This design comes from an exercise in tuning for small area, a short achievable clock period and few clock cycles on the open sky130 flow, not from production work.
At most, simulation tests tie the RTL to the original design; equivalence was not proved.
Function not checked in run 1: the RTL went through the layout flow alone.

==> flow/run.sh <==
#!/bin/bash
# synth_recipe.tcl (not shown) runs the flow's synth.tcl, then flattens the netlist and writes it again
# the make line also repeats each setting of config.mk as NAME=value (left out here)
make -C /OpenROAD-flow-scripts/flow DESIGN_CONFIG=/design/flow/config.mk WORK_HOME=/design/flow/orfs CLKGATE_MAP_FILE= SYNTH_SCRIPT=/design/flow/synth_recipe.tcl finish
==> flow/constraint.sdc <==
create_clock -name core_clock -period 6.0 [get_ports {clk}]
set_input_delay 1.2000 -clock core_clock [delete_from_list [all_inputs] [get_ports {clk}]]
set_output_delay 1.2000 -clock core_clock [all_outputs]
set_load 0.01 [all_outputs]
==> flow/config.mk <==
export PLATFORM = sky130hd
export DESIGN_NAME = keccak
export DESIGN_NICKNAME = keccak
export VERILOG_FILES = /design/flow/design.v
export SDC_FILE = /design/flow/constraint.sdc
export NUM_CORES = 4
export LEC_CHECK = 0
export CAP_MARGIN = 30
export CORE_MARGIN = 2
export CORE_UTILIZATION = 55
export PLACE_DENSITY = 0.65
export SETUP_SLACK_MARGIN = 3.0
export SLEW_MARGIN = 30
export SYNTH_HIERARCHICAL = 1
==> flow/design.v <==
module padder1(in, byte_num, out);
  input      [31:0] in;
  input      [1:0]  byte_num;
  output reg [31:0] out;
  always @ (*)
    case (byte_num)
    0: out = 32'h6000000;
    1: out = {in[31:24], 24'h060000};
    2: out = {in[31:16], 16'h0600};
    3: out = {in[31:8],   8'h06};
    endcase
endmodule
module padder(s, w, mask, pad, y);
    input      [575:0] s;
    input      [575:0] w;
    input      [17:0]  mask;
    input              pad;
    output     [575:0] y;
    genvar k, b, i;
    generate
      for (k = 0; k < 9; k = k + 1) begin : L
        for (b = 0; b < 8; b = b + 1) begin : B
          for (i = 0; i < 8; i = i + 1) begin : I
            localparam integer P = 575-64*k-63+8*b+i;      
            localparam integer J = 2*k + b/4;              
            localparam integer Q = 32*J + 31-8*(b%4)-7+i;   
            if (k == 8 && b == 7 && i == 7) begin : PD
              kabs a (s[P] ^ pad, w[Q], mask[J], y[P]);
            end else begin : N
              kabs a (s[P], w[Q], mask[J], y[P]);
            end
          end
        end
      end
    endgenerate
endmodule
module rconst(r, rc);
    input      [4:0]  r;
    output reg [63:0] rc;
    always @ (*)
      case (r)
        5'd0:  rc = 64'h0000000000000001;  5'd1:  rc = 64'h0000000000008082;
        5'd2:  rc = 64'h800000000000808A;  5'd3:  rc = 64'h8000000080008000;
        5'd4:  rc = 64'h000000000000808B;  5'd5:  rc = 64'h0000000080000001;
        5'd6:  rc = 64'h8000000080008081;  5'd7:  rc = 64'h8000000000008009;
        5'd8:  rc = 64'h000000000000008A;  5'd9:  rc = 64'h0000000000000088;
        5'd10: rc = 64'h0000000080008009;  5'd11: rc = 64'h000000008000000A;
        5'd12: rc = 64'h000000008000808B;  5'd13: rc = 64'h800000000000008B;
        5'd14: rc = 64'h8000000000008089;  5'd15: rc = 64'h8000000000008003;
        5'd16: rc = 64'h8000000000008002;  5'd17: rc = 64'h8000000000000080;
        5'd18: rc = 64'h000000000000800A;  5'd19: rc = 64'h800000008000000A;
        5'd20: rc = 64'h8000000080008081;  5'd21: rc = 64'h8000000000008080;
        5'd22: rc = 64'h0000000080000001;  5'd23: rc = 64'h8000000080008008;
        default: rc = 64'h0;
      endcase
endmodule
module round(in, round_const, en, hold, s, out);
    input  [1599:0] in;
    input  [63:0]   round_const;
    input           en, hold;
    input  [1599:0] s;
    output [1599:0] out;
    wire   [63:0]   a[0:24];    
    wire   [63:0]   c[0:4];     
    wire   [63:0]   d[0:4];     
    wire   [63:0]   b[0:24];    
    wire   [63:0]   f[0:24];    
    localparam [8*25-1:0] ROT = {8'd14, 8'd56, 8'd61, 8'd2,  8'd18,
                                 8'd8,  8'd21, 8'd15, 8'd45, 8'd41,
                                 8'd39, 8'd25, 8'd43, 8'd10, 8'd3,
                                 8'd20, 8'd55, 8'd6,  8'd44, 8'd36,
                                 8'd27, 8'd28, 8'd62, 8'd1,  8'd0};
    localparam [4:0] INV = 5'b01010;   
    genvar x, y, z;
    generate
      for (y = 0; y < 5; y = y + 1) begin : L0
        for (x = 0; x < 5; x = x + 1) begin : L1
          assign a[5*y+x] = in[1599-64*(5*y+x) -: 64];
        end
      end
      for (x = 0; x < 5; x = x + 1) begin : L2
        for (z = 0; z < 64; z = z + 1) begin : Z
          wire p0, p1, p2;
          kx2 c0 (a[x][z], a[x+5][z], p0);
          kx2 c1 (a[x+10][z], a[x+15][z], p1);
          kx2 c2 (p1, a[x+20][z], p2);
          kx2 c3 (p0, p2, c[x][z]);
        end
      end
      for (x = 0; x < 5; x = x + 1) begin : L3
        for (z = 0; z < 64; z = z + 1) begin : Z
          kx2 q (c[(x+4)%5][z], c[(x+1)%5][(z+63)%64], d[x][z]);
        end
      end
      for (y = 0; y < 5; y = y + 1) begin : L4
        for (x = 0; x < 5; x = x + 1) begin : L5
          localparam integer R = ROT[8*(5*y+x) +: 8];
          localparam integer T = 5*((2*x+3*y)%5) + y;
          wire [63:0] e;
          for (z = 0; z < 64; z = z + 1) begin : Z
            if (INV[y]) begin : I
              kxn2 t (a[5*y+x][z], d[x][z], e[z]);
            end else begin : P
              kx2 t (a[5*y+x][z], d[x][z], e[z]);
            end
          end
          if (R == 0) begin : N
            assign b[T] = e;
          end else begin : Y
            assign b[T] = {e[63-R:0], e[63:64-R]};
          end
        end
      end
      for (y = 0; y < 5; y = y + 1) begin : L6
        for (x = 0; x < 5; x = x + 1) begin : L7
          localparam integer X1 = (x+1)%5;
          localparam integer X2 = (x+2)%5;
          localparam integer QT = (!INV[X1] && INV[X2]) ? 0 : 1;
          localparam integer FI = (INV[x] ? 1 : 0) ^ QT;   
          for (z = 0; z < 64; z = z + 1) begin : Z
            wire t, a0;
            if (INV[X1] && !INV[X2]) begin : NA
              kna n (b[5*y+X1][z], b[5*y+X2][z], t);
            end else if (!INV[X1] && INV[X2]) begin : NO
              kno n (b[5*y+X1][z], b[5*y+X2][z], t);
            end else if (!INV[X1]) begin : OB0
              kob n (b[5*y+X1][z], b[5*y+X2][z], t);
            end else begin : OB1
              kob n (b[5*y+X2][z], b[5*y+X1][z], t);
            end
            if (y == 0 && x == 0 && (z == 0 || z == 1 || z == 3 || z == 7 || z == 15 || z == 31 || z == 63)) begin : IO
              kx2 i (b[0][z], round_const[z], a0);
            end else begin : NI
              assign a0 = b[5*y+x][z];
            end
            if (FI) begin : XN
              kxn2 h (a0, t, f[5*y+x][z]);
            end else begin : XP
              kx2 h (a0, t, f[5*y+x][z]);
            end
            kmux m (f[5*y+x][z], en, s[1599-64*(5*y+x)-63+z], hold, out[1599-64*(5*y+x)-63+z]);
          end
        end
      end
    endgenerate
endmodule
module kx2(a, b, y);
    input  a, b;
    output y;
    assign y = a ^ b;
endmodule
module kxn2(a, b, y);
    input  a, b;
    output y;
    assign y = ~(a ^ b);
endmodule
module kna(a, b, y);
    input  a, b;
    output y;
    assign y = ~(a & b);
endmodule
module kno(a, b, y);
    input  a, b;
    output y;
    assign y = ~(a | b);
endmodule
module kob(a, b, y);
    input  a, b;
    output y;
    assign y = a | ~b;
endmodule
module kmux(a, b, c, d, y);
    input  a, b, c, d;
    output y;
    assign y = (a & b) | (c & d);
endmodule
module kabs(s, w, m, y);
    input  s, w, m;
    output y;
    assign y = s ^ (w & m);
endmodule
module f_permutation(s, w, mask, pad, en, hold, rnd, next);
    input      [1599:0] s;
    input      [575:0]  w;
    input      [17:0]   mask;
    input               pad;
    input               en, hold;
    input      [4:0]    rnd;
    output     [1599:0] next;
    wire       [575:0]  absorbed;
    wire       [63:0]   rc;
    padder padder_ (s[1599:1024], w, mask, pad, absorbed);
    rconst rconst_ (rnd, rc);
    round round_ ({absorbed, s[1023:0]}, rc, en, hold, s, next);
endmodule
module keccak(clk, reset, in, in_ready, is_last, byte_num, buffer_full, out, out_ready);
    input              clk, reset;
    input      [31:0]  in;
    input              in_ready, is_last;
    input      [1:0]   byte_num;
    output             buffer_full;
    output     [511:0] out;
    output reg         out_ready;
    reg       [1599:0] s;          
    reg        [575:0] w;          
    reg        [17:0]  wv;         
    reg                blk_full;   
    reg                last_in;    
    reg                go;         
    reg                run;        
    reg                en, hold;   
    reg        [4:0]   rnd;
    reg                fin;        
    reg        [17:0]  mask;       
    reg                pad;        
    wire               take;
    wire       [17:0]  wsel, we;
    wire       [31:0]  v0, din;
    wire               blk_full_n, run_n, go_n, en_n, last_in_n;
    wire       [17:0]  wv_n;
    wire               rnd_last;
    wire      [1599:0] s_n;
    wire       [511:0] out1;
    assign buffer_full = blk_full;
    assign take = in_ready & ~blk_full & ~last_in;
    assign wsel = {wv[16:0], 1'b1} & ~wv;
    assign we = wsel & {18{take}};
    padder1 p0 (in, byte_num, v0);
    assign din = is_last ? v0 : in;
    assign rnd_last = (rnd == 5'd23);
    assign blk_full_n = (blk_full & ~go) | (take & (is_last | wv[16]));
    assign run_n = go | (run & ~rnd_last);
    assign go_n = blk_full_n & ~run_n;
    assign en_n = go_n | run_n;
    assign wv_n = go ? 18'd0 : take ? {wv[16:0], 1'b1} : wv;
    assign last_in_n = last_in | (take & is_last);
    always @ (posedge clk)
      if (reset) begin
        wv <= 0;
        blk_full <= 0;
        last_in <= 0;
        go <= 0;
        run <= 0;
        en <= 0;
        hold <= 0;
        rnd <= 0;
        fin <= 0;
        mask <= 0;
        pad <= 0;
        out_ready <= 0;
      end else begin
        wv <= wv_n;
        mask <= wv_n & {18{go_n}};
        pad <= last_in_n & go_n;
        blk_full <= blk_full_n;
        last_in <= last_in_n;
        go <= go_n;
        run <= run_n;
        en <= en_n;
        hold <= ~en_n;
        if (go | run)
          rnd <= rnd_last ? 5'd0 : rnd + 5'd1;
        if (go)
          fin <= last_in;
        if (run & rnd_last & fin)
          out_ready <= 1;
      end
    genvar j;
    generate
      for (j = 0; j < 18; j = j + 1) begin : W
        always @ (posedge clk)
          if (we[j])
            w[32*j +: 32] <= din;
      end
    endgenerate
    f_permutation f_permutation_ (s, w, mask, pad, en, hold, rnd, s_n);
    always @ (posedge clk)
      s <= s_n;
    assign out1 = s[1599:1599-511];
    genvar x, b;
    generate
      for (x = 0; x < 8; x = x + 1) begin : L0
        for (b = 0; b < 8; b = b + 1) begin : L1
          assign out[(((x)*64 + (b)*8) + 7):((x)*64 + (b)*8)] = out1[(((x)*64 + (7-b)*8) + 7):((x)*64 + (7-b)*8)];
        end
      end
    endgenerate
endmodule
==> summary.md, run 1 <==
| Metric | Value |
|---|---|
| Dpl hpwl | 632500 um |
| Htree depth | 4 |
| Cell row count | 175 |
| Largest net degree at the start of global routing | 205 |
| I/O pin count | 552 |
| Status | aborted with a tool error |
| Synth Cell Area | 126300 um2 |
| Ys Warns | 10 |
| Clock sink count | 2226 |
| Die width | 483.2 um |
| Die Y | 483.2 um |
| Final Wtd Congestion | 1.281 |
| Inserted Clock Buffers | 238 |
| Maximum buffer depth of the clock tree | 3 |
| Gr usage total | 99.63% |
| Vias in the first global route | 171700 |
| Number of I/O port buffers | 551 |
| Initial Utilization | 55.41% |
| First-pass GRT wire length | 1666000 um |
| Cells after Synth | 12160 |
| Root Buffer Master | clkbuf_16 |
| Err | [ERROR GRT-0116] Global routing finished with congestion. Check the congestion regions in the DRC Viewer. |
| Overflow after GRT | 12610 |
| Syn Area/Cell | 10.39 um2 |
| Failed at | global routing (5_1_grt) |
-- metal layers --
| metal | GRT usage (%) | overflow |
|---|---|---|
| met1 | 93.33 | 516 |
| met2 | 116.0 | 8710 |
| met3 | 88.66 | 382 |
| met4 | 103.1 | 2956 |
| met5 | 76.00 | 47 |
-- what timing repair did --
item | CTS
resized for setup | 6564
cloned | 21
buffers inserted | 2363
setup endpoints to repair | 2485
hold buffers | 0
pin swaps | 1438
-- per-stage QoR --
| stage | cell area (um2) | setup TNS, ps | setup slack (ps) | std cells |
|---|---|---|---|---|
| floorplan | 126300 | -4475880 | -2797 | 12160 |
| CTS | 218800 | 0 | 2734 | 18510 |
| detailed placement | 139000 | 0 | 888.2 | 15670 |
| global placement | 137200 | 0 | 64.45 | 15660 |
-- worst max-delay path by stage --
stage	start	to	slack [ps]	depth (start not counted)
CTS	mask[6]$_SDFF_PP0_	s[671]$_DFF_P_	2730	13
detailed placement	mask[7]$_SDFF_PP0_	s[405]$_DFF_P_	890	9
global placement	mask[15]$_SDFF_PP0_	s[1530]$_DFF_P_	60	10
floorplan	hold$_SDFF_PP0_	s[0]$_DFF_P_	-2800	1
==> run 2, diff against run 1 <==
--- a/flow/design.v
+++ b/flow/design.v
@@ -211,13 +211,10 @@
     reg                en, hold;   
     reg        [4:0]   rnd;
     reg                fin;        
-    reg        [17:0]  mask;       
-    reg                pad;        
     wire               take;
     wire       [17:0]  wsel, we;
     wire       [31:0]  v0, din;
-    wire               blk_full_n, run_n, go_n, en_n, last_in_n;
-    wire       [17:0]  wv_n;
+    wire               blk_full_n, run_n, go_n, en_n;
     wire               rnd_last;
     wire      [1599:0] s_n;
     wire       [511:0] out1;
@@ -232,8 +229,6 @@
     assign run_n = go | (run & ~rnd_last);
     assign go_n = blk_full_n & ~run_n;
     assign en_n = go_n | run_n;
-    assign wv_n = go ? 18'd0 : take ? {wv[16:0], 1'b1} : wv;
-    assign last_in_n = last_in | (take & is_last);
     always @ (posedge clk)
       if (reset) begin
         wv <= 0;
@@ -245,15 +240,14 @@
         hold <= 0;
         rnd <= 0;
         fin <= 0;
-        mask <= 0;
-        pad <= 0;
         out_ready <= 0;
       end else begin
-        wv <= wv_n;
-        mask <= wv_n & {18{go_n}};
-        pad <= last_in_n & go_n;
+        if (go)
+          wv <= 0;
+        else if (take)
+          wv <= {wv[16:0], 1'b1};
         blk_full <= blk_full_n;
-        last_in <= last_in_n;
+        last_in <= last_in | (take & is_last);
         go <= go_n;
         run <= run_n;
         en <= en_n;
@@ -273,7 +267,7 @@
             w[32*j +: 32] <= din;
       end
     endgenerate
-    f_permutation f_permutation_ (s, w, mask, pad, en, hold, rnd, s_n);
+    f_permutation f_permutation_ (s, w, wv & {18{go}}, go & last_in, en, hold, rnd, s_n);
     always @ (posedge clk)
       s <= s_n;
     assign out1 = s[1599:1599-511];
--- a/flow/config.mk
+++ b/flow/config.mk
@@ -9,6 +9,5 @@
 export CORE_MARGIN = 2
 export CORE_UTILIZATION = 55
 export PLACE_DENSITY = 0.65
-export SETUP_SLACK_MARGIN = 3.0
 export SLEW_MARGIN = 30
 export SYNTH_HIERARCHICAL = 1
==> run 2 against run 1 <==
Effect of this change:
- the run now finishes clean
- synthesized cell count hardly changed
- synthesized area fell by 0.30%
==> summary.md, run 2 <==
| Metric | Value |
|---|---|
| Status | no timing/DRC/antenna violations (was aborted with a tool error) |
| R2r startpoint | wv[9]$_SDFFE_PP0P_ |
| Dpl hpwl | 631500 um (was 632500 um) |
| Met3 routed WL | 146800 um |
| Vias | 116700 |
| Max Freq | 178.5 MHz |
| Clock sink count | 2207 (was 2226) |
| Gr usage total | 64.42% |
| I/O pin count | 552 (unchanged) |
| Ratio of final minimum period to clock period | 93.36% |
| Top reg by flops | s |
| Die Area | 232800 um2 |
| Syn Area/Cell | 10.36 um2 (was 10.39 um2) |
| Final setup viols | 0 |
| WL final | 776300 um |
| Maximum buffer depth of the clock tree | 3 (unchanged) |
| Initial DRC count | 23970 |
| Hold/Removal Path Class | flip-flop to flip-flop |
| Post-route minimum period | 5602 ps |
| Final Wtd Congestion | 1.285 (was 1.281) |
| Cells on worst reg2reg path | 12 |
| # resized after CTS | 0 (was 6564) |
| Top cell by count, worst path | xor2_1 |
| Core outline area | 227500 um2 |
| Initial Utilization | 55.35% (was 55.41%) |
| Post-CTS Hold Buffers | 0 (unchanged) |
| Critical path data arrival time | 6410 ps |
| Worst-Margin Slew | 1336 ps |
| FF-to-FF setup slack | 400 ps |
| Htree depth | 4 (unchanged) |
| Worst-path clk slew | 60 ps |
| Crit. End Element | flip-flop |
| Met2 wire length | 277800 um |
| Inserted Clock Buffers | 241 (was 238) |
| Hold_sp | out_ready$_SDFFE_PP0P_ |
| Number of I/O port buffers | 551 (unchanged) |
| Cell row count | 175 (unchanged) |
| # nets final | 14050 |
| WHS Path Cells | 2 |
| Hold EP | out_ready$_SDFFE_PP0P_ |
| Commonest non-fill, non-tap cell in the layout | xor2_1 |
| Crit path cell chain | and2_4 -> buf_12 -> nand2_1 -> xnor2_1 -> xor2_1 -> xor2_1 -> xor2_1 -> xor2_1 -> buf_4 -> xnor2_1 -> buf_4 -> a22o_1 |
| Worst path required time | 6810 ps |
| Max incr delay on CP | 780 ps |
| Root Buffer Master | clkbuf_16 (unchanged) |
| Top Registers | s x1600, w x576, wv x18 |
| Synth Cell Area | 125900 um2 (was 126300 um2) |
| Detail Route Antenna Nets | 0 |
| Most frequent cells in the layout | xor2_1 (3117), xnor2_1 (2055), dfxtp_1 (1629) |
| Layout area overhead | 22.89% |
| Ys Warns | 10 (unchanged) |
| M1 wire length | 242800 um |
| Share of layout cells above drive strength 1 | 16.09% |
| Worst hold slack | 492.2 ps |
| Final Max Tran Viols | 0 |
| Largest net degree at the start of global routing | 169 |
| Initial antenna violation count | 54 |
| Max layer used | met5 |
| Final Skew | 56.50 ps |
| DR pass1 iterations | 13 |
| Max reg flops | 1600 |
| Max cap viols | 0 |
| Setup TNS Final | 0 ps |
| Critical path's slowest cell | xor2_1 |
| Die width | 482.5 um (was 483.2 um) |
| Worst rel slew slack | 10.92% |
| Worst-Skew Late Latency | 950 ps |
| CP Max Fanout | 20 |
| Setup Fix Bufs, Post-CTS | 0 (was 2363) |
| Cells after Synth | 12150 (was 12160) |
| CTS tree | yes |
| Fill cell count | 17810 |
| WS Path Type | flip-flop to flip-flop |
| Final Hold Viols | 0 |
| CP startpoint kind | flip-flop |
| Wire length per cell | 44.81 um |
| Vias per inst | 6.738 |
| Vias in the first global route | 103500 |
| Die Y | 482.5 um (was 483.2 um) |
| Reg2Reg Capture Point | s[1137]$_DFF_P_ |
| RSZ-0062 raised after global routing | no |
| Overflow after GRT | 0 |
| Detailed-route DRC error count | 0 |
| First-pass GRT wire length | 986600 um |
-- run 2: how the worst max path moves through the flow --
stage | startpoint | to | slack, ps | cells past startpoint
4_1_cts | go$_SDFF_PP0_ | s[1137]$_DFF_P_ | 820 | 13
6_report | wv[9]$_SDFFE_PP0P_ | s[1137]$_DFF_P_ | 400 | 12
2_1_floorplan | hold$_SDFF_PP0_ | s[0]$_DFF_P_ | -2800 | 1
5_1_grt | go$_SDFF_PP0_ | s[1137]$_DFF_P_ | 660 | 13
3_3_place_gp | go$_SDFF_PP0_ | s[450]$_DFF_P_ | 960 | 13
3_5_place_dp | go$_SDFF_PP0_ | s[1137]$_DFF_P_ | 860 | 13
-- run 2: layout make-up --
type | count | area, um2 | share of cell area (%)
Inverter | 10 | 37.54 | 0.02426
Sequential cell | 2207 | 49960 | 32.28
Clock inverter | 107 | 1197 | 0.7738
Antenna cell | 90 | 225.2 | 0.1455
Multi-Input combinational cell | 9403 | 73910 | 47.77
Clock buffer | 352 | 7108 | 4.593
Tap cell | 3009 | 3765 | 2.433
Timing Repair Buffer | 2145 | 18540 | 11.98
-- run 2: metal layers --
metal	up-vias	GRT usage, %
met3	3749	42.70
met1	56390	68.77
met5	-	8.619
li1	44120	-
met4	62	64.30
met2	12410	81.52
-- run 2: critical path: cells and delay by family, from the launching register on --
family	cells	cell delay [ps]
buffers and inverters	3	740
DFF	1	690
xor gates and xnor gates	6	2830
AOI/OAI and AO/OA	1	210
and+or+nand+nor	2	800
-- run 2: stage by stage --
| step | setup slack, ps | instance area, um2 | cells | utilization (%) |
|---|---|---|---|---|
| 2_1_floorplan | -2797 | 125900 | 12160 | - |
| 3_3_place_gp | 962.8 | 145700 | 16770 | 64.05 |
| 3_5_place_dp | 858.0 | 145900 | 16770 | 64.14 |
| 4_1_cts | 818.0 | 154200 | 17230 | 67.79 |
| 5_1_grt | 659.1 | 154600 | 17250 | 67.93 |
| 6_report | 398.5 | 154700 | 17320 | 68.02 |
Testbench counts of run 2, summed over its fixed seeds: cycles 8,129.
==> run 3, diff against run 2 <==
--- a/flow/design.v
+++ b/flow/design.v
@@ -187,11 +187,12 @@
     input               en, hold;
     input      [4:0]    rnd;
     output     [1599:0] next;
-    wire       [575:0]  absorbed;
+    wire       [1599:0] r;
     wire       [63:0]   rc;
-    padder padder_ (s[1599:1024], w, mask, pad, absorbed);
     rconst rconst_ (rnd, rc);
-    round round_ ({absorbed, s[1023:0]}, rc, en, hold, s, next);
+    round round_ (s, rc, en, hold, s, r);
+    padder padder_ (r[1599:1024], w, mask, pad, next[1599:1024]);
+    assign next[1023:0] = r[1023:0];
 endmodule
 module keccak(clk, reset, in, in_ready, is_last, byte_num, buffer_full, out, out_ready);
     input              clk, reset;
@@ -206,15 +207,18 @@
     reg        [17:0]  wv;         
     reg                blk_full;   
     reg                last_in;    
-    reg                go;         
+    reg                ab;         
     reg                run;        
     reg                en, hold;   
     reg        [4:0]   rnd;
     reg                fin;        
+    reg        [17:0]  mask;       
+    reg                pad;        
     wire               take;
     wire       [17:0]  wsel, we;
     wire       [31:0]  v0, din;
-    wire               blk_full_n, run_n, go_n, en_n;
+    wire               blk_full_n, run_n, ab_n, last_in_n;
+    wire       [17:0]  wv_n;
     wire               rnd_last;
     wire      [1599:0] s_n;
     wire       [511:0] out1;
@@ -225,36 +229,40 @@
     padder1 p0 (in, byte_num, v0);
     assign din = is_last ? v0 : in;
     assign rnd_last = (rnd == 5'd23);
-    assign blk_full_n = (blk_full & ~go) | (take & (is_last | wv[16]));
-    assign run_n = go | (run & ~rnd_last);
-    assign go_n = blk_full_n & ~run_n;
-    assign en_n = go_n | run_n;
+    assign blk_full_n = (blk_full & ~ab) | (take & (is_last | wv[16]));
+    assign run_n = ab | (run & ~rnd_last);
+    assign ab_n = blk_full_n & (~run_n | (run & (rnd == 5'd22)));
+    assign wv_n = ab ? 18'd0 : take ? {wv[16:0], 1'b1} : wv;
+    assign last_in_n = last_in | (take & is_last);
     always @ (posedge clk)
       if (reset) begin
         wv <= 0;
         blk_full <= 0;
         last_in <= 0;
-        go <= 0;
+        ab <= 0;
         run <= 0;
         en <= 0;
         hold <= 0;
         rnd <= 0;
         fin <= 0;
+        mask <= 0;
+        pad <= 0;
         out_ready <= 0;
       end else begin
-        if (go)
-          wv <= 0;
-        else if (take)
-          wv <= {wv[16:0], 1'b1};
+        wv <= wv_n;
+        mask <= wv_n & {18{ab_n}};
+        pad <= last_in_n & ab_n;
         blk_full <= blk_full_n;
-        last_in <= last_in | (take & is_last);
-        go <= go_n;
+        last_in <= last_in_n;
+        ab <= ab_n;
         run <= run_n;
-        en <= en_n;
-        hold <= ~en_n;
-        if (go | run)
-          rnd <= rnd_last ? 5'd0 : rnd + 5'd1;
-        if (go)
+        en <= run_n;
+        hold <= ~run_n;
+        if (ab)
+          rnd <= 5'd0;
+        else if (run)
+          rnd <= rnd + 5'd1;
+        if (ab)
           fin <= last_in;
         if (run & rnd_last & fin)
           out_ready <= 1;
@@ -267,7 +275,7 @@
             w[32*j +: 32] <= din;
       end
     endgenerate
-    f_permutation f_permutation_ (s, w, wv & {18{go}}, go & last_in, en, hold, rnd, s_n);
+    f_permutation f_permutation_ (s, w, mask, pad, en, hold, rnd, s_n);
     always @ (posedge clk)
       s <= s_n;
     assign out1 = s[1599:1599-511];
--- a/flow/config.mk
+++ b/flow/config.mk
@@ -9,5 +9,6 @@
 export CORE_MARGIN = 2
 export CORE_UTILIZATION = 55
 export PLACE_DENSITY = 0.65
+export SETUP_SLACK_MARGIN = 2.0
 export SLEW_MARGIN = 30
 export SYNTH_HIERARCHICAL = 1
==> run 3 against run 2 <==
Effect of this change:
- still clean
- utilization decreased by 2.8 points
- first-iteration DRC count decreased by 0.94%
- design area is 4.1% lower
- non-clock buffer count is 1211 lower
- sequential share of layout area rose by 1.7 points
- critical path type unchanged
==> summary.md, run 3 <==
| Metric | Value |
|---|---|
| Status | no timing/DRC/antenna violations (unchanged) |
| Vias | 113400 (was 116700) |
| Overflow after GRT | 0 (unchanged) |
| Initial DRC count | 23740 (was 23970) |
| Gr usage total | 64.88% (was 64.42%) |
| Inserted Clock Buffers | 275 (was 241) |
| Final core occ | 65.17% (was 68.02%) |
| Dpl hpwl | 635400 um (was 631500 um) |
| Detailed-route DRC error count | 0 (unchanged) |
| CP startpoint kind | flip-flop (unchanged) |
| Cell Count, Final, Fillers Out | 16120 (was 17320) |
| Reg2Reg Capture Point | s[502]$_DFF_P_ (was s[1137]$_DFF_P_) |
| Final Hold Viols | 0 (unchanged) |
| Worst-path clk slew | 60 ps (about the same) |
| Vias per inst | 7.036 (was 6.738) |
| Final Max Tran Viols | 0 (unchanged) |
| Core outline area | 227700 um2 (was 227500 um2) |
| # nets final | 12890 (was 14050) |
| Die Y | 483.0 um (was 482.5 um) |
| Clock sink count | 2225 (was 2207) |
| Initial Utilization | 55.42% (was 55.35%) |
| Max reg flops | 1600 (unchanged) |
| Vias in the first global route | 99360 (was 103500) |
| Detail Route Antenna Nets | 0 (unchanged) |
| Max cap viols | 0 (unchanged) |
| Cell row count | 175 (unchanged) |
| Root Buffer Master | clkbuf_16 (unchanged) |
| Final Skew | 58.66 ps (was 56.50 ps) |
| Htree depth | 5 (was 4) |
| Cells on worst reg2reg path | 8 (was 12) |
| Hold_sp | out_ready$_SDFFE_PP0P_ (unchanged) |
| CP Max Fanout | 5 (was 20) |
| FF-to-FF setup slack | 1630 ps (was 400 ps) |
| Initial antenna violation count | 66 (was 54) |
| Crit. End Element | flip-flop (unchanged) |
| DR pass1 iterations | 10 (was 13) |
| I/O pin count | 552 (unchanged) |
| Layout area overhead | 17.59% (was 22.89%) |
| WL final | 789100 um (was 776300 um) |
| WHS Path Cells | 2 (unchanged) |
| Worst path required time | 6940 ps (was 6810 ps) |
| Ys Warns | 10 (unchanged) |
| Die width | 483.0 um (was 482.5 um) |
| RSZ-0062 raised after global routing | yes (was no) |
| Critical path data arrival time | 5310 ps (was 6410 ps) |
| Max Freq | 228.6 MHz (was 178.5 MHz) |
| Worst-Skew Late Latency | 1020 ps (was 950 ps) |
| Worst hold slack | 501.5 ps (was 492.2 ps) |
| Top reg by flops | s (unchanged) |
| Worst-Margin Slew | 1409 ps (was 1336 ps) |
| Share of layout cells above drive strength 1 | 10.42% (was 16.09%) |
| Ratio of final minimum period to clock period | 72.90% (was 93.36%) |
| Final WS setup | 1626 ps (was 398.5 ps) |
| Maximum buffer depth of the clock tree | 4 (was 3) |
| Cells after Synth | 12170 (was 12150) |
| Post-route minimum period | 4374 ps (was 5602 ps) |
| Final Wtd Congestion | 1.286 (was 1.285) |
| Top Registers | s x1600, w x576 (was s x1600, w x576, wv x18) |
| CTS tree | yes (unchanged) |
| Pre-CTS setup slack | 1662 ps (was 858.0 ps) |
| Most frequent cells in the layout | xor2_1 (2917), xnor2_1 (1996), dfxtp_1 (1629) (was xor2_1 (3117), xnor2_1 (2055), dfxtp_1 (1629)) |
| Synth Cell Area | 126200 um2 (was 125900 um2) |
| Syn Area/Cell | 10.37 um2 (was 10.36 um2) |
| Hold EP | out_ready$_SDFFE_PP0P_ (unchanged) |
| Largest net degree at the start of global routing | 189 (was 169) |
| Cell Count Post-Placement | 15570 (was 16770) |
| Commonest non-fill, non-tap cell in the layout | xor2_1 (unchanged) |
| Number of I/O port buffers | 551 (unchanged) |
| Worst rel slew slack | 6.057% (was 10.92%) |
| First-pass GRT wire length | 996100 um (was 986600 um) |
| WS Path Type | flip-flop to flip-flop (unchanged) |
| Die Area | 233300 um2 (was 232800 um2) |
| Setup Fix Bufs, Post-CTS | 0 (unchanged) |
| Hold/Removal Path Class | flip-flop to flip-flop (unchanged) |
| Final setup viols | 0 (unchanged) |
| R2r startpoint | s[551]$_DFF_P_ (was wv[9]$_SDFFE_PP0P_) |
| Wire length per cell | 48.95 um (was 44.81 um) |
## run 3: what timing repair did
action	in CTS	in global routing
gates cloned	0	0
hold buffers	0	0
gates resized for setup	8	27
pin swaps	0	0
setup endpoints to repair	17	48
## run 3: cell type report
cell class	count	area, um2
Clock inverter	90	865.8
Inverter	12	45.04
Multi-Input combinational cell	9397	76600
Fill cell	18180	79310
Sequential cell	2225	50360
Tap cell	3009	3765
Clock buffer	390	7770
Antenna cell	63	157.7
Timing Repair Buffer	934	8846
## run 3: worst max-delay path, stage by stage (launching register included)
cell	delay (ps)
dfxtp_1	550
xor2_1	260
xor2_1	200
xor2_1	600
xor2_1	500
xnor2_1	910
nand2_1	170
xnor2_1	870
a22o_1	270
## run 3: routing by layer
| layer | vias to the layer above | routed length [um] | track usage [%] |
|---|---|---|---|
| met5 | - | 3555 | 6.797 |
| met4 | 66 | 107500 | 65.82 |
| met3 | 3783 | 150100 | 43.19 |
| met2 | 12700 | 281800 | 81.93 |
| met1 | 55290 | 246200 | 69.06 |
| li1 | 41590 | - | - |
## run 3: worst max path at each step
| stage | startpoint | endpoint | slack [ps] | cells past startpoint |
|---|---|---|---|---|
| global route | s[879]$_DFF_P_ | s[1203]$_DFF_P_ | 1850 | 9 |
| CTS | s[879]$_DFF_P_ | s[1267]$_DFF_P_ | 2010 | 9 |
| global placement | s[448]$_DFF_P_ | s[1493]$_DFF_P_ | 530 | 9 |
| floorplan | hold$_SDFF_PP0_ | s[1087]$_DFF_P_ | -3180 | 3 |
| finish | s[551]$_DFF_P_ | s[502]$_DFF_P_ | 1630 | 8 |
| detailed placement | in_ready | w[225]$_DFFE_PP_ | 1660 | 5 |
## run 3: metrics by stage
| stage | cell area (um2) | setup TNS, ps |
|---|---|---|
| CTS | 147000 | 0 |
| detailed placement | 138300 | 0 |
| global route | 148300 | 0 |
| floorplan | 126200 | -4676630 |
| global placement | 136100 | 0 |
| finish | 148400 | 0 |
Testbench counts of run 3, summed over its fixed seeds: cycles 8,225.
==> run 4, diff against run 3 <==
==> flow/flow/run.sh (new file) <==
#!/bin/bash
# The standard layout (standard.sh), with the ports buffered by buf_2 cells
# instead of the delay buffers buffer_ports picks by default.
set -euo pipefail
export BUFFER_PORTS_ARGS="-buffer_cell sky130_fd_sc_hd__buf_2"
bash standard.sh > standard_flow.log 2>&1
==> flow/standard.sh (new file) <==
#!/bin/bash
# synth_recipe.tcl (not shown) runs the flow's synth.tcl, then flattens the netlist and writes it again
# the make line also repeats each setting of config.mk as NAME=value (left out here)
make -C /OpenROAD-flow-scripts/flow DESIGN_CONFIG=/design/flow/config.mk WORK_HOME=/design/flow/orfs CLKGATE_MAP_FILE= SYNTH_SCRIPT=/design/flow/synth_recipe.tcl "${@:-finish}"
--- a/flow/config.mk
+++ b/flow/config.mk
@@ -7,8 +7,8 @@
 export LEC_CHECK = 0
 export CAP_MARGIN = 30
 export CORE_MARGIN = 2
-export CORE_UTILIZATION = 55
-export PLACE_DENSITY = 0.65
-export SETUP_SLACK_MARGIN = 2.0
+export CORE_UTILIZATION = 50
+export PLACE_DENSITY = 0.6
+export SETUP_SLACK_MARGIN = 2.8
 export SLEW_MARGIN = 30
 export SYNTH_HIERARCHICAL = 1
removed: flow/run.sh
==> run 4 against run 3 <==
Effect of this change:
- clock skew grew 3.5 ps
- count of clock-buffer cells in the layout decreased by 8
- sequential share of layout area is 4.0 points lower
- fmax grew 23%
- hold slack gained 3.9 ps
- global-route usage is 2.7 points lower
- flip-flop and latch count stayed put
- register-to-register slack better by 810 ps
- non-clock buffer count rose by 459
==> summary.md, run 4 <==
| Metric | Value |
|---|---|
| Worst-path clk slew | 60 ps (about the same) |
| Layout area overhead | 33.42% (was 17.59%) |
| RSZ-0062 raised after global routing | yes (unchanged) |
| First-pass GRT wire length | 1034000 um (was 996100 um) |
| Most frequent cells in the layout | xor2_1 (1999), xnor2_1 (1789), a22o_1 (1600) (was xor2_1 (2917), xnor2_1 (1996), dfxtp_1 (1629)) |
| Core outline area | 251200 um2 (was 227700 um2) |
| Commonest non-fill, non-tap cell in the layout | xor2_1 (unchanged) |
| Final Max Tran Viols | 0 (unchanged) |
| Area of the multi-input gates | 92890 um2 (was 76600 um2) |
| CP startpoint kind | flip-flop (unchanged) |
| Number of I/O port buffers | 551 (unchanged) |
| Final Cell Area | 168400 um2 (was 148400 um2) |
| Post-CTS Hold Buffers | 0 (unchanged) |
| WL final | 830500 um (was 789100 um) |
| Pre-CTS setup slack | 1785 ps (was 1662 ps) |
| WHS Path Cells | 2 (unchanged) |
| Crit. End Element | flip-flop (unchanged) |
| Inserted Clock Buffers | 279 (was 275) |
| Final Hold Viols | 0 (unchanged) |
| Gr usage total | 62.22% (was 64.88%) |
| Final Wtd Congestion | 1.231 (was 1.286) |
| Hold EP | out_ready$_SDFFE_PP0P_ (unchanged) |
| Share of layout cells above drive strength 1 | 26.12% (was 10.42%) |
| DR pass1 iterations | 8 (was 10) |
| Max Freq | 280.7 MHz (was 228.6 MHz) |
| Status | no timing/DRC/antenna violations (unchanged) |
| Initial Utilization | 50.25% (was 55.42%) |
| Largest net degree at the start of global routing | 192 (was 189) |
| Initial DRC count | 23000 (was 23740) |
| Reg2Reg Capture Point | s[512]$_DFF_P_ (was s[502]$_DFF_P_) |
| Post-place instance area | 137300 um2 (was 138300 um2) |
| WS Path Type | flip-flop to flip-flop (unchanged) |
| Cells on worst reg2reg path | 8 (unchanged) |
| Overflow after GRT | 0 (unchanged) |
| Ratio of final minimum period to clock period | 59.38% (was 72.90%) |
| I/O pin count | 552 (unchanged) |
| Max reg flops | 1600 (unchanged) |
| Dpl hpwl | 665000 um (was 635400 um) |
| Worst-Skew Late Latency | 970 ps (was 1020 ps) |
| Htree depth | 5 (unchanged) |
| Die Y | 506.4 um (was 483.0 um) |
| Syn Area/Cell | 10.37 um2 (unchanged) |
| Top Registers | s x1600, w x576 (unchanged) |
| Clock sink count | 2225 (unchanged) |
| Vias per inst | 6.748 (was 7.036) |
| Final WS setup | 2437 ps (was 1626 ps) |
| Die Area | 256500 um2 (was 233300 um2) |
| Detail Route Antenna Nets | 0 (unchanged) |
| Post-route minimum period | 3563 ps (was 4374 ps) |
| Root Buffer Master | clkbuf_16 (unchanged) |
| CP Max Fanout | 5 (unchanged) |
| CTS tree | yes (unchanged) |
| Die width | 506.4 um (was 483.0 um) |
| Vias | 114300 (was 113400) |
| Critical path data arrival time | 4460 ps (was 5310 ps) |
| Maximum buffer depth of the clock tree | 4 (unchanged) |
| R2r startpoint | s[950]$_DFF_P_ (was s[551]$_DFF_P_) |
| FF/Latch Area | 50420 um2 (was 50360 um2) |
| Synth Cell Area | 126200 um2 (unchanged) |
| Final setup viols | 0 (unchanged) |
| FF-to-FF setup slack | 2440 ps (was 1630 ps) |
| Wire length per cell | 49.03 um (was 48.95 um) |
| Vias in the first global route | 101000 (was 99360) |
| Worst path required time | 6900 ps (was 6940 ps) |
| Initial antenna violation count | 86 (was 66) |
| Final Skew | 62.11 ps (was 58.66 ps) |
| Worst-Margin Slew | 1258 ps (was 1409 ps) |
| Cell row count | 184 (was 175) |
| Fill cell count | 18740 (was 18180) |
| Detailed-route DRC error count | 0 (unchanged) |
| Worst rel slew slack | 16.11% (was 6.057%) |
| Ys Warns | 10 (unchanged) |
| Max cap viols | 0 (unchanged) |
| Hold_sp | out_ready$_SDFFE_PP0P_ (unchanged) |
| Worst hold slack | 505.4 ps (was 501.5 ps) |
| Hold/Removal Path Class | flip-flop to flip-flop (unchanged) |
| # nets final | 13360 (was 12890) |
| Cells after Synth | 12170 (unchanged) |
| Top reg by flops | s (unchanged) |
## run 4: worst max-delay path: stages (launching register included)
cell and delay (ps):
dfxtp_1 460, xor2_1 240, xor2_1 350, xor2_4 390, xor2_2 520, xor2_2 520
nor2_1 220, xnor2_4 540, a22o_1 240
## run 4: repair_timing
item / in CTS / in global routing
setup buffers: 125 / 295
pin swaps: 121 / 275
gates resized for setup: 1327 / 551
setup endpoints to repair: 1498 / 1154
## run 4: area by class of cell
cell class	instances	share of cell area (%)
Tap cell	3348	2.488
Timing Repair Buffer	1393	7.026
Clock buffer	382	4.580
Inverter	12	0.02675
Sequential cell	2225	29.94
Clock inverter	107	0.6613
Multi-Input combinational cell	9397	55.17
Antenna cell	73	0.1085
## run 4: per-layer routing
| layer | GRT usage [%] | vias up | wire length [um] |
|---|---|---|---|
| li1 | - | 41910 | - |
| met1 | 67.19 | 56560 | 258600 |
| met2 | 78.71 | 12200 | 303200 |
| met3 | 39.50 | 3580 | 155100 |
| met4 | 62.99 | 56 | 110100 |
| met5 | 9.630 | - | 3461 |
## run 4: how the worst max path moves through the flow
stage                       to  slack (ps)  cells after the start            start
2_1_floorplan  s[1087]$_DFF_P_       -3180                      3  hold$_SDFF_PP0_
3_3_place_gp   s[1493]$_DFF_P_         390                      9   s[768]$_DFF_P_
3_5_place_dp   s[1359]$_DFF_P_        1790                      9   s[576]$_DFF_P_
4_1_cts         s[512]$_DFF_P_        2520                      8   s[950]$_DFF_P_
5_1_grt         s[512]$_DFF_P_        2580                      8   s[950]$_DFF_P_
6_report        s[512]$_DFF_P_        2440                      8   s[950]$_DFF_P_
## run 4: per-stage QoR
| step | TNS (ps) | instances | utilization (%) |
|---|---|---|---|
| 3_3_place_gp | 0 | 15930 | 53.60 |
| 5_1_grt | 0 | 16870 | 66.98 |
| 4_1_cts | 0 | 16560 | 63.45 |
| 2_1_floorplan | -4676630 | 12170 | - |
| 6_report | 0 | 16940 | 67.04 |
| 3_5_place_dp | 0 | 15950 | 54.67 |
==> run 5, diff against run 4 <==
--- a/flow/config.mk
+++ b/flow/config.mk
@@ -9,6 +9,6 @@
 export CORE_MARGIN = 2
 export CORE_UTILIZATION = 50
 export PLACE_DENSITY = 0.6
-export SETUP_SLACK_MARGIN = 2.8
+export SETUP_SLACK_MARGIN = 3.1
 export SLEW_MARGIN = 30
 export SYNTH_HIERARCHICAL = 1
==> run 5 against run 4 <==
Effect of this change:
- critical path depth is 2 higher
- routed wire length up 4.3%
- flip-flop and latch count stayed put
- non-clock buffer count up 1078
- still clean on timing, DRC and antenna
- count of clock-buffer cells in the layout stayed put
- via count increased by 7.4%
- critical path type unchanged
- register-to-register slack better by 370 ps
- sequential share of layout area decreased by 3.1 points
- die area stayed put
- utilization rose by 8.7 points
- fmax grew 12%
- largest cell class unchanged
==> summary.md, run 5 <==
| Metric | Value |
|---|---|
| Die Y | 506.4 um (unchanged) |
| Cell Count, Final, Fillers Out | 18040 (was 16940) |
| Status | no timing/DRC/antenna violations (unchanged) |
| Cell Count Post-Placement | 15950 (unchanged) |
| Share of layout cells above drive strength 1 | 38.76% (was 26.12%) |
| Final setup viols | 0 (unchanged) |
| Commonest non-fill, non-tap cell in the layout | xnor2_1 (was xor2_1) |
| # nets final | 14430 (was 13360) |
| RSZ-0062 raised after global routing | yes (unchanged) |
| Critical path's slowest cell | xor2_2 (was xnor2_4) |
| Worst-Skew Late Latency | 970 ps (about the same) |
| Post-route minimum period | 3192 ps (was 3563 ps) |
| Post-place instance area | 137300 um2 (unchanged) |
| Initial Utilization | 50.25% (unchanged) |
| Hold/Removal Path Class | flip-flop to flip-flop (unchanged) |
| Max layer used | met5 (unchanged) |
| Detail Route Antenna Nets | 0 (unchanged) |
| Worst rel slew slack | 17.03% (was 16.11%) |
| Gr usage total | 64.17% (was 62.22%) |
| Number of I/O port buffers | 551 (unchanged) |
| Wire length per cell | 48.04 um (was 49.03 um) |
| Top reg by flops | s (unchanged) |
| Vias per inst | 6.810 (was 6.748) |
| Initial DRC count | 24370 (was 23000) |
| WL final | 866400 um (was 830500 um) |
| Most frequent cells in the layout | xnor2_1 (1680), a22o_1 (1600), xor2_1 (1594) (was xor2_1 (1999), xnor2_1 (1789), a22o_1 (1600)) |
| Dpl hpwl | 665000 um (unchanged) |
| Critical path data arrival time | 4050 ps (was 4460 ps) |
| Max reg flops | 1600 (unchanged) |
| Max incr delay on CP | 520 ps (was 540 ps) |
| Top Registers | s x1600, w x576 (unchanged) |
| Htree depth | 5 (unchanged) |
| Final Wtd Congestion | 1.231 (unchanged) |
| Final Hold Viols | 0 (unchanged) |
| Largest net degree at the start of global routing | 192 (unchanged) |
| Top cell by count, worst path | xor2_1 |
| Max cap viols | 0 (unchanged) |
| Buf+Inv Stages, Crit Path | 1 (was 0) |
| Met3 routed WL | 165100 um (was 155100 um) |
| Max Freq | 313.3 MHz (was 280.7 MHz) |
| Worst path required time | 6850 ps (was 6900 ps) |
| Synth Cell Area | 126200 um2 (unchanged) |
| Worst hold slack | 501.3 ps (was 505.4 ps) |
| I/O pin count | 552 (unchanged) |
| CP Max Fanout | 3 (was 5) |
| Ys Warns | 10 (unchanged) |
| Maximum buffer depth of the clock tree | 4 (unchanged) |
| Final core occ | 75.78% (was 67.04%) |
| Delay-heaviest family, CP | XOR/XNOR gates (unchanged) |
| Vias in the first global route | 107800 (was 101000) |
| CTS tree | yes (unchanged) |
| DR pass1 iterations | 10 (was 8) |
| Cells after Synth | 12170 (unchanged) |
| Worst-Margin Slew | 1245 ps (was 1258 ps) |
| Die width | 506.4 um (unchanged) |
| Detailed-route DRC error count | 0 (unchanged) |
| Final Max Tran Viols | 0 (unchanged) |
| Met2 wire length | 315000 um (was 303200 um) |
| Overflow after GRT | 0 (unchanged) |
| Inserted Clock Buffers | 279 (unchanged) |
| Post-CTS Hold Buffers | 0 (unchanged) |
| Layout area overhead | 50.81% (was 33.42%) |
| Ratio of final minimum period to clock period | 53.20% (was 59.38%) |
| Final Cell Area | 190300 um2 (was 168400 um2) |
| Syn Area/Cell | 10.37 um2 (unchanged) |
| CP startpoint kind | flip-flop (unchanged) |
| Cell row count | 184 (unchanged) |
| Final Skew | 70.21 ps (was 62.11 ps) |
| WS Path Type | flip-flop to flip-flop (unchanged) |
| First-pass GRT wire length | 1074000 um (was 1034000 um) |
| Fill cell count | 15510 (was 18740) |
| Vias | 122800 (was 114300) |
| Initial antenna violation count | 70 (was 86) |
| M1 wire length | 259300 um (was 258600 um) |
| Die Area | 256500 um2 (unchanged) |
| Core outline area | 251200 um2 (unchanged) |
| Crit path cell chain | xor2_1 -> xor2_1 -> xor2_2 -> buf_4 -> xor2_4 -> xor2_2 -> nand2b_1 -> xor2_1 -> a22o_1 -> xnor2_1 (was xor2_1 -> xor2_1 -> xor2_4 -> xor2_2 -> xor2_2 -> nor2_1 -> xnor2_4 -> a22o_1) |
| Clock sink count | 2225 (unchanged) |
| Root Buffer Master | clkbuf_16 (unchanged) |
| Worst-path clk slew | 60 ps (about the same) |
| Crit. End Element | flip-flop (unchanged) |
-- run 5: worst min-delay path, cell delays in order (launching register included) --
cell,delay (ps)
edfxtp_1,320
nand2_1,60
xnor2_1,110
-- run 5: layout make-up --
type | instances | area, um2 | share of cell area, %
clock buffer | 382 | 7712 | 4.052
multi-input combinational | 9397 | 100500 | 52.79
sequential | 2225 | 51160 | 26.88
clock inverter | 107 | 1114 | 0.5851
timing repair buffer | 2471 | 25400 | 13.35
inverter | 12 | 45.04 | 0.02367
antenna | 93 | 232.7 | 0.1223
tap | 3348 | 4189 | 2.201
-- run 5: routing by layer --
metal,GRT usage [%],up-vias
li1,-,43790
met1,68.29,60650
met2,81.36,13670
met3,42.40,4631
met4,65.05,68
met5,7.278,-
-- run 5: timing repair --
item / CTS / global route
setup endpoints to repair: 1741 / 1650
setup buffers: 967 / 532
resized for setup: 2453 / 929
pin swaps: 656 / 270
-- run 5: final timing paths --
kind | startpoint | endpoint | slack, ps | cells after the start
setup / recovery | s[657]$_DFF_P_ | s[1070]$_DFF_P_ | 2810 | 10
hold / removal | w[467]$_DFFE_PP_ | s[1099]$_DFF_P_ | 500 | 2
setup reg to reg | s[657]$_DFF_P_ | s[1070]$_DFF_P_ | 2810 | 10
hold reg to reg | w[467]$_DFFE_PP_ | s[1099]$_DFF_P_ | 500 | 2
-- run 5: stage by stage --
stage,TNS (ps),worst slack [ps]
after floorplan,-4676630,-3176
after global placement,0,390.1
after detailed placement,0,1785
after CTS,0,2913
after global routing,0,2837
final,0,2808
==> run 6, diff against run 5 <==
--- a/flow/design.v
+++ b/flow/design.v
@@ -267,14 +267,17 @@
         if (run & rnd_last & fin)
           out_ready <= 1;
       end
-    genvar j;
+    wire       [575:0] w_n;
+    genvar j, i;
     generate
       for (j = 0; j < 18; j = j + 1) begin : W
-        always @ (posedge clk)
-          if (we[j])
-            w[32*j +: 32] <= din;
-      end
-    endgenerate
+        for (i = 0; i < 32; i = i + 1) begin : B
+          kmux m (din[i], we[j], w[32*j+i], ~we[j], w_n[32*j+i]);
+        end
+      end
+    endgenerate
+    always @ (posedge clk)
+      w <= w_n;
     f_permutation f_permutation_ (s, w, mask, pad, en, hold, rnd, s_n);
     always @ (posedge clk)
       s <= s_n;
--- a/flow/config.mk
+++ b/flow/config.mk
@@ -8,7 +8,10 @@
 export CAP_MARGIN = 30
 export CORE_MARGIN = 2
 export CORE_UTILIZATION = 50
+export CTS_BUF_LIST = sky130_fd_sc_hd__clkbuf_16
+export CTS_CLUSTER_DIAMETER = 90
+export CTS_CLUSTER_SIZE = 24
 export PLACE_DENSITY = 0.6
-export SETUP_SLACK_MARGIN = 3.1
+export SETUP_SLACK_MARGIN = 2.8
 export SLEW_MARGIN = 30
 export SYNTH_HIERARCHICAL = 1
==> run 6 against run 5 <==
Effect of this change:
- fmax down 12%
- flip-flop and latch count is the same
- critical path type unchanged
- final cell count decreased by 3.3%
- sequential share of layout area grew 0.28 points
- register-to-register slack lost 430 ps
- count of clock-buffer cells in the layout shrank 231
- critical path depth fell by 2
- first-iteration DRC count grew 2.8%
==> summary.md, run 6 <==
| Metric | Value |
|---|---|
| Status | no timing/DRC/antenna violations (unchanged) |
| CP Max Fanout | 5 (was 3) |
| First-pass GRT wire length | 1089000 um (was 1074000 um) |
| Gr usage total | 64.96% (was 64.17%) |
| Share of layout cells above drive strength 1 | 24.83% (was 38.76%) |
| Largest net degree at the start of global routing | 186 (was 192) |
| Clock sink count | 2225 (unchanged) |
| Final core occ | 65.57% (was 75.78%) |
| Dpl hpwl | 685000 um (was 665000 um) |
| RSZ-0062 raised after global routing | yes (unchanged) |
| Vias | 121400 (was 122800) |
| Ys Warns | 10 (unchanged) |
| Die Area | 255300 um2 (was 256500 um2) |
| WL final | 868600 um (was 866400 um) |
| Vias per inst | 6.963 (was 6.810) |
| Critical path's slowest cell | xor2_4 (was xor2_2) |
| Die Y | 505.3 um (was 506.4 um) |
| Syn Area/Cell | 9.845 um2 (was 10.37 um2) |
| Post-route minimum period | 3619 ps (was 3192 ps) |
| Final setup viols | 0 (unchanged) |
| Worst rel slew slack | 11.49% (was 17.03%) |
| Vias in the first global route | 106800 (was 107800) |
| Commonest non-fill, non-tap cell in the layout | a22o_1 (was xnor2_1) |
| Max Freq | 276.3 MHz (was 313.3 MHz) |
| Worst-Skew Late Latency | 890 ps (was 970 ps) |
| CTS tree | yes (unchanged) |
| Max incr delay on CP | 880 ps (was 520 ps) |
| Hold/Removal Path Class | flip-flop to flip-flop (unchanged) |
| Max cap viols | 0 (unchanged) |
| Initial DRC count | 25060 (was 24370) |
| I/O pin count | 552 (unchanged) |
| Critical path data arrival time | 4390 ps (was 4050 ps) |
| Core outline area | 250700 um2 (was 251200 um2) |
| Cells after Synth | 12760 (was 12170) |
| # nets final | 13960 (was 14430) |
| Worst-path clk slew | 100 ps (was 60 ps) |
| Die width | 505.3 um (was 506.4 um) |
| Top cell by count, worst path | xor2_1 (unchanged) |
| Inserted Clock Buffers | 141 (was 279) |
| Number of I/O port buffers | 551 (unchanged) |
| Overflow after GRT | 0 (unchanged) |
| Root Buffer Master | clkbuf_16 (unchanged) |
| Layout area overhead | 30.86% (was 50.81%) |
| Final Hold Viols | 0 (unchanged) |
| Worst path required time | 6770 ps (was 6850 ps) |
| Final Max Tran Viols | 0 (unchanged) |
| Wire length per cell | 49.82 um (was 48.04 um) |
| Crit path cell chain | xor2_1 -> xor2_1 -> xor2_2 -> xor2_4 -> xor2_4 -> nand2b_1 -> xor2_1 -> a22o_1 (was xor2_1 -> xor2_1 -> xor2_2 -> buf_4 -> xor2_4 -> xor2_2 -> nand2b_1 -> xor2_1 -> a22o_1 -> xnor2_1) |
| Final Skew | 51.52 ps (was 70.21 ps) |
| Top Registers | s x1600, w x576 (unchanged) |
| WS Path Type | flip-flop to flip-flop (unchanged) |
| Post-place instance area | 137600 um2 (was 137300 um2) |
| CP startpoint kind | flip-flop (unchanged) |
| Worst hold slack | 483.2 ps (was 501.3 ps) |
| Most frequent cells in the layout | a22o_1 (2175), dfxtp_1 (2164), xor2_1 (2022) (was xnor2_1 (1680), a22o_1 (1600), xor2_1 (1594)) |
| Maximum buffer depth of the clock tree | 3 (was 4) |
| DR pass1 iterations | 9 (was 10) |
| Cell row count | 184 (unchanged) |
| Ratio of final minimum period to clock period | 60.31% (was 53.20%) |
| Worst-Margin Slew | 1328 ps (was 1245 ps) |
| Top reg by flops | s (unchanged) |
| Htree depth | 4 (was 5) |
| Detailed-route DRC error count | 0 (unchanged) |
| Initial antenna violation count | 69 (was 70) |
| Detail Route Antenna Nets | 0 (unchanged) |
| Initial Utilization | 50.11% (was 50.25%) |
| Crit. End Element | flip-flop (unchanged) |
| Final Cell Area | 164400 um2 (was 190300 um2) |
| Max reg flops | 1600 (unchanged) |
| Synth Cell Area | 125600 um2 (was 126200 um2) |
| Final Wtd Congestion | 1.244 (was 1.231) |
[run 6: metal layers]
| metal | share of wire, % | global-route usage, % | vias to the layer above |
|---|---|---|---|
| li1 | - | - | 44210 |
| met1 | 31 | 68.56 | 59620 |
| met2 | 36 | 82.68 | 13320 |
| met3 | 19 | 43.38 | 4188 |
| met4 | 14 | 65.58 | 62 |
| met5 | 0.40 | 6.757 | - |
[run 6: area by class of cell]
class | count | area, um2
Tap cell | 3348 | 4189
Clock buffer | 151 | 3779
Inverter | 30 | 120.1
Clock inverter | 90 | 920.9
Timing Repair Buffer | 1546 | 12830
Sequential cell | 2225 | 44650
Antenna cell | 72 | 180.2
Fill cell | 19260 | 86310
Multi-Input combinational cell | 9973 | 97730
[run 6: critical path, delay by kind of cell, from the launching register on]
family          cells  cell delay [ps]
flops               1              480
simple gates        1              180
compound gates      1              300
xor+xnor            6             2530
[run 6: through the flow]
stage               instances   TNS, ps  setup slack, ps
finish                  17440         0             2381
global route            17370         0             2475
CTS                     17010         0             2502
detailed placement      16640         0             1711
global placement        16630         0            389.4
floorplan               12770  -4676620            -3176
[run 6: worst paths after layout]
path | slack, ps | startpoint | endpoint | depth (start not counted)
max | 2380 | s[711]$_DFF_P_ | s[418]$_DFF_P_ | 8
min | 480 | w[518]$_DFF_P_ | w[518]$_DFF_P_ | 1
max reg2reg | 2380 | s[711]$_DFF_P_ | s[418]$_DFF_P_ | 8
min reg2reg | 480 | w[518]$_DFF_P_ | w[518]$_DFF_P_ | 1
[run 6: repair_timing]
item | in CTS | in global routing
setup endpoints to repair | 1479 | 1261
endpoints found under the hold margin | 0 | 0
pin swaps | 123 | 292
resized for setup | 1223 | 597
buffers inserted | 132 | 349
hold buffers | 0 | 0
Testbench counts of run 6, summed over its fixed seeds: cycles 8,225.
==> run 7, diff against run 6 <==
==> flow/config.mk (replaced) <==
export PLATFORM = sky130hd
export DESIGN_NAME = keccak
export DESIGN_NICKNAME = keccak
export VERILOG_FILES = /design/flow/design.v
export SDC_FILE = /design/flow/constraint.sdc
export NUM_CORES = 4
export LEC_CHECK = 0
export CAP_MARGIN = 20
export CORE_MARGIN = 2
export CORE_UTILIZATION = 55
export CTS_BUF_LIST = sky130_fd_sc_hd__clkbuf_16
export CTS_CLUSTER_DIAMETER = 90
export CTS_CLUSTER_SIZE = 24
export PLACE_DENSITY = 0.68
export SETUP_SLACK_MARGIN = 2.8
export SLEW_MARGIN = 20
export SYNTH_HIERARCHICAL = 1
==> run 7 against run 6 <==
Effect of this change:
- the run now fails in global routing (5_1_grt)
- synthesized cell count unchanged
- synthesized area is the same
==> summary.md, run 7 <==
| Metric | Value |
|---|---|
| Inserted Clock Buffers | 139 (was 141) |
| Worst endpoint after global-route timing repair | s[1382]$_DFF_P_/D |
| I/O pin count | 552 (unchanged) |
| Status | aborted with a tool error (was no timing/DRC/antenna violations) |
| Final Wtd Congestion | 1.271 (was 1.244) |
| Gr usage total | 73.78% |
| Failed at | global routing (5_1_grt) |
| Maximum buffer depth of the clock tree | 3 (unchanged) |
| Synth Cell Area | 125600 um2 (unchanged) |
| Worst EP kind | sequential cell input |
| Pre-CTS setup slack | 1724 ps (was 1711 ps) |
| Root Buffer Master | clkbuf_16 (unchanged) |
| Clock sink count | 2225 (unchanged) |
| Overflow after GRT | 32 |
| Dpl hpwl | 657000 um (was 685000 um) |
| Number of I/O port buffers | 551 (unchanged) |
| Largest net degree at the start of global routing | 193 |
| Err | [ERROR GRT-0232] Routing congestion too high. Check the congestion heatmap in the GUI. |
| Syn Area/Cell | 9.845 um2 (unchanged) |
| Cells after Synth | 12760 (unchanged) |
| Htree depth | 4 (unchanged) |
| Ys Warns | 10 (unchanged) |
| Die Y | 481.9 um (was 505.3 um) |
| Die width | 481.9 um (was 505.3 um) |
| Initial Utilization | 55.27% (was 50.11%) |
| Cell row count | 175 (was 184) |
==> run 7: per-layer routing <==
layer / GRT usage, % / overflow
met1: 76.32 / 0
met4: 70.89 / 11
met5: 17.20 / 0
met3: 58.80 / 0
met2: 89.33 / 21
==> run 7: what timing repair did <==
action | in CTS
buffers inserted | 106
hold buffers | 0
endpoints found under the setup margin | 1446
pin swaps | 107
gates resized for setup | 1403
==> run 7: stage by stage <==
| step | setup TNS (ps) | utilization [%] | instances | cell area, um2 |
|---|---|---|---|---|
| 4_1_cts | 0 | 67.11 | 16600 | 152500 |
| 3_5_place_dp | 0 | 59.12 | 16260 | 134400 |
| 2_1_floorplan | -4676620 | - | 12770 | 125700 |
| 3_3_place_gp | 0 | 58.78 | 16260 | 133600 |
==> run 7: worst max-delay path by stage <==
stage,start,end,cells after the start
after floorplan,hold$_SDFF_PP0_,s[1087]$_DFF_P_,3
after detailed placement,s[849]$_DFF_P_,s[1237]$_DFF_P_,9
after global placement,s[337]$_DFF_P_,s[373]$_DFF_P_,9
after CTS,s[346]$_DFF_P_,s[1079]$_DFF_P_,9

[port drivers added, routing unchanged]
Ports are ideal in the flow. The routed layouts listed here were re-timed in OpenROAD. Step 1: set_driving_cell puts a clkbuf_16 on clk and a buf_2 on each other input, an assumption about the parent block. Step 2 moves the port delays by t, midway between the first and last clock arrival at a register: inputs arrive t later, outputs are due t later. That takes back most of the time a late clock gives input paths. Slacks: no drivers / after step 1 / after step 2; pairs: no drivers / after step 1.
run | shift t [ns] | slack for setup (ns) | slew at the worst register clock pin (ns)
run 2 | 1.042 | 0.398 / 0.398 / 0.398 | 0.07 / 0.07
run 3 | 1.105 | 1.626 / 1.626 / 1.420 | 0.07 / 0.07
run 4 | 1.047 | 2.437 / 2.437 / 1.610 | 0.07 / 0.07
run 5 | 1.053 | 2.808 / 2.808 / 1.968 | 0.07 / 0.07
run 6 | 0.994 | 2.381 / 2.381 / 1.949 | 0.11 / 0.11
After both steps every run listed still meets setup and hold. The setup slack of run 5, which loses most, moves by 0.000 ns with the drivers and by -0.840 ns with both steps.
